Context: an optimization exercise on an open-source flow, tuned for small area and a short achievable clock period. The choices shown serve that exercise and are no tape-out recipe. In this exercise RTL edits were held to simulation tests only and were not proved equivalent to the original. The flow treats the clock pin as an ideal source. Dropping or thinning the clock tree relies on that and would not hold on a real chip. Power figures rest on the tool's default switching activity, not on a simulated workload.

==> flow/design.v <==
module timer #(
    parameter FREQUENCY_VALUE = 50_000_000 
) (
    input logic clk,
    input logic reset_n,
    input   logic   [1:0]   avmms_address,
    input   logic           avmms_write,
    input   logic   [31:0]  avmms_writedata,
    input   logic   [3:0]   avmms_byteenable,
    input   logic           avmms_read,
    output  logic   [31:0]  avmms_readdata,
    output  logic           coe_interrupt
);
logic [63:0] counter_reg;
logic [63:0] counter;
logic complete, busy, start, stop;
logic load;      
wire wr0 = avmms_write && (avmms_address == 2'h0);
wire wr1 = avmms_write && (avmms_address == 2'h1);
wire wr2 = avmms_write && (avmms_address == 2'h2);
wire start_d = wr0 && (avmms_byteenable[0] ? avmms_writedata[0] : start);
wire stop_d  = wr0 && (avmms_byteenable[0] ? avmms_writedata[1] : stop);
always_ff @ (posedge clk or negedge reset_n)
    if (!reset_n) begin
        start <= 1'b0;
        stop  <= 1'b0;
        load  <= 1'b0;
    end else begin
        start <= start_d;
        stop  <= stop_d;
        load  <= start_d && !zr_pre[NS];
    end
genvar b;
generate
    for (b = 0; b < 4; b = b + 1) begin : g_r
        always_ff @ (posedge clk or negedge reset_n)
            if (!reset_n) counter_reg[8*b +: 8] <= 8'h0;
            else if (wr1 && avmms_byteenable[b]) counter_reg[8*b +: 8] <= avmms_writedata[8*b +: 8];
        always_ff @ (posedge clk or negedge reset_n)
            if (!reset_n) counter_reg[32+8*b +: 8] <= 8'h0;
            else if (wr2 && avmms_byteenable[b]) counter_reg[32+8*b +: 8] <= avmms_writedata[8*b +: 8];
    end
endgenerate
always_ff @ (posedge clk)
    case (avmms_address)
        2'h0: avmms_readdata <= {28'h0, complete, busy, stop, start};
        2'h1: avmms_readdata <= counter_reg[31:0];
        2'h2: avmms_readdata <= counter_reg[63:32];
        default: avmms_readdata <= 32'h0;
    endcase
localparam NS = 8;
logic [NS-1:1] en;
wire  [NS-1:1] z;          
wire [NS-1:0] zero_r;      
wire [NS:1]   zr_pre;      
wire [NS:1]   zc_pre;      
wire seg0_one = (counter[7:0] == 8'h1);
assign zc_pre[1] = 1'b1;
assign zr_pre[1] = zero_r[0];
wire [63:0] bmask;
genvar j, i;
generate
    for (j = 0; j < NS; j = j + 1) begin : g_seg
        assign zero_r[j] = ~|counter_reg[8*j +: 8];
        assign bmask[8*j] = (j == 0) ? 1'b1 : en[j];
        for (i = 1; i < 8; i = i + 1) begin : g_bit
            assign bmask[8*j+i] = bmask[8*j] & ~|counter[8*j +: i];
        end
        if (j > 0) begin : g_hi
            assign z[j] = ~|counter[8*j +: 8];
            assign zc_pre[j+1] = &z[j:1];
            assign zr_pre[j+1] = &zero_r[j:0];
            always_ff @ (posedge clk)
                if (load) begin
                    en[j] <= zr_pre[j];
                end else begin
                    en[j] <= seg0_one && zc_pre[j];
                end
        end
    end
endgenerate
always_ff @ (posedge clk)
    if (load) counter <= counter_reg;
    else      counter <= counter ^ bmask;
wire one = seg0_one && zc_pre[NS];
always_ff @ (posedge clk or negedge reset_n)
    if (!reset_n) complete <= 1'b0;
    else complete <= (busy && one) || (complete && !wr0);
always_ff @ (posedge clk or negedge reset_n)
    if (!reset_n) busy <= 1'b0;
    else busy <= load || (busy && !stop && !one);
assign coe_interrupt = complete;
endmodule
==> flow/config.mk <==
export PLATFORM = sky130hd
export DESIGN_NAME = timer
export DESIGN_NICKNAME = timer
export VERILOG_FILES = /design/flow/design.v
export SDC_FILE = /design/flow/constraint.sdc
export NUM_CORES = 4
export LEC_CHECK = 0
export ABC_AREA = 1
export ABC_CLOCK_PERIOD_IN_PS = 2000
export CAP_MARGIN = 20
export CORE_MARGIN = 2
export CORE_UTILIZATION = 55
export SETUP_SLACK_MARGIN = 1.6
export SLEW_MARGIN = 20
==> flow/constraint.sdc <==
create_clock -name core_clock -period 3.0 [get_ports {clk}]
set_input_delay 0.6000 -clock core_clock [delete_from_list [all_inputs] [get_ports {clk}]]
set_output_delay 0.6000 -clock core_clock [all_outputs]
set_load 0.01 [all_outputs]
standard.sh (not shown) runs the stock make flow with config.mk's settings and CLKGATE_MAP_FILE= SYNTH_SCRIPT=/design/flow/synth_recipe.tcl, a recipe that flattens the netlist after the stock synthesis.
==> flow/flow/run.sh <==
#!/bin/bash
# Standard layout with two changes: plain buf_1 cells as the port buffers, and
# a two-level clock tree (flow/cts_hook.tcl) in place of TritonCTS: the clock
# port drives four clkbuf_8 cells, each driving two clkbuf_16 leaves.
# Full output of the flow goes to standard.log.
export BUFFER_PORTS_ARGS="-buffer_cell sky130_fd_sc_hd__buf_1"
export PRE_CTS_TCL="$PWD/flow/cts_hook.tcl"
bash standard.sh > standard.log 2>&1
Other scripts of this flow, unchanged in this note and not shown: flow/flow/cts_hook.tcl
Next try:
--- a/flow/design.v
+++ b/flow/design.v
@@ -30,22 +30,31 @@
         stop  <= stop_d;
         load  <= start_d && !zr_pre[NS];
     end
+logic [7:0] valid;
+wire [63:0] rv;
 genvar b;
 generate
     for (b = 0; b < 4; b = b + 1) begin : g_r
+        always_ff @ (posedge clk)
+            if (wr1 && avmms_byteenable[b]) counter_reg[8*b +: 8] <= avmms_writedata[8*b +: 8];
+        always_ff @ (posedge clk)
+            if (wr2 && avmms_byteenable[b]) counter_reg[32+8*b +: 8] <= avmms_writedata[8*b +: 8];
         always_ff @ (posedge clk or negedge reset_n)
-            if (!reset_n) counter_reg[8*b +: 8] <= 8'h0;
-            else if (wr1 && avmms_byteenable[b]) counter_reg[8*b +: 8] <= avmms_writedata[8*b +: 8];
+            if (!reset_n) valid[b] <= 1'b0;
+            else if (wr1 && avmms_byteenable[b]) valid[b] <= 1'b1;
         always_ff @ (posedge clk or negedge reset_n)
-            if (!reset_n) counter_reg[32+8*b +: 8] <= 8'h0;
-            else if (wr2 && avmms_byteenable[b]) counter_reg[32+8*b +: 8] <= avmms_writedata[8*b +: 8];
+            if (!reset_n) valid[4+b] <= 1'b0;
+            else if (wr2 && avmms_byteenable[b]) valid[4+b] <= 1'b1;
+    end
+    for (b = 0; b < 8; b = b + 1) begin : g_rv
+        assign rv[8*b +: 8] = counter_reg[8*b +: 8] & {8{valid[b]}};
     end
 endgenerate
 always_ff @ (posedge clk)
     case (avmms_address)
         2'h0: avmms_readdata <= {28'h0, complete, busy, stop, start};
-        2'h1: avmms_readdata <= counter_reg[31:0];
-        2'h2: avmms_readdata <= counter_reg[63:32];
+        2'h1: avmms_readdata <= rv[31:0];
+        2'h2: avmms_readdata <= rv[63:32];
         default: avmms_readdata <= 32'h0;
     endcase
 localparam NS = 8;
@@ -61,7 +70,7 @@
 genvar j, i;
 generate
     for (j = 0; j < NS; j = j + 1) begin : g_seg
-        assign zero_r[j] = ~|counter_reg[8*j +: 8];
+        assign zero_r[j] = ~valid[j] | ~|counter_reg[8*j +: 8];
         assign bmask[8*j] = (j == 0) ? 1'b1 : en[j];
         for (i = 1; i < 8; i = i + 1) begin : g_bit
             assign bmask[8*j+i] = bmask[8*j] & ~|counter[8*j +: i];
@@ -80,7 +89,7 @@
     end
 endgenerate
 always_ff @ (posedge clk)
-    if (load) counter <= counter_reg;
+    if (load) counter <= rv;
     else      counter <= counter ^ bmask;
 wire one = seg0_one && zc_pre[NS];
 always_ff @ (posedge clk or negedge reset_n)
Hold slack improved by 0.32 ns.
Critical path depth stays the same.
Cell count drops by roughly a tenth.
Routed wire length drops by a little under a tenth.
Setup slack improved by 0.032 ns.
Global-route usage drops by 1.4 points.
Design area drops by a few percent.
Sequential share of layout area climbs by 7.1 points.
Power drops by roughly a tenth.
In every run of this note, the design's own scripts or RTL, not TritonCTS, make the clock network.

## re-timing with driven ports
The results above use ideal ports. As a check the final layouts listed here were re-extracted and re-timed, cells and wires unchanged.
Step 1 (the two cells are an assumption about what drives the block):
set clk [get_ports {clk}]
set_driving_cell -lib_cell sky130_fd_sc_hd__clkbuf_16 $clk
set_driving_cell -lib_cell sky130_fd_sc_hd__buf_2 [delete_from_list [all_inputs] $clk]
Step 2, shift: input delay + t, output delay - t, t = (earliest + latest rising clock arrival at the registers) / 2. This alone moves slack from input paths to output paths.
a / b / c = ideal / step 1 / step 2; a / b = the first two.
run	t, ns	setup WS [ns]	latest minus earliest clock arrival (ns)	worst data-port slew with drivers (ns)
the first run	0.362	1.561 / 1.487 / 1.306	0.014 / 0.014	0.05
the second run	0.368	1.593 / 1.515 / 1.297	0.016 / 0.016	0.05
After both steps setup and hold are still met in every run listed. For the second run, which loses most, drivers alone change the setup slack by -0.078 ns; drivers and shift together by -0.296 ns.
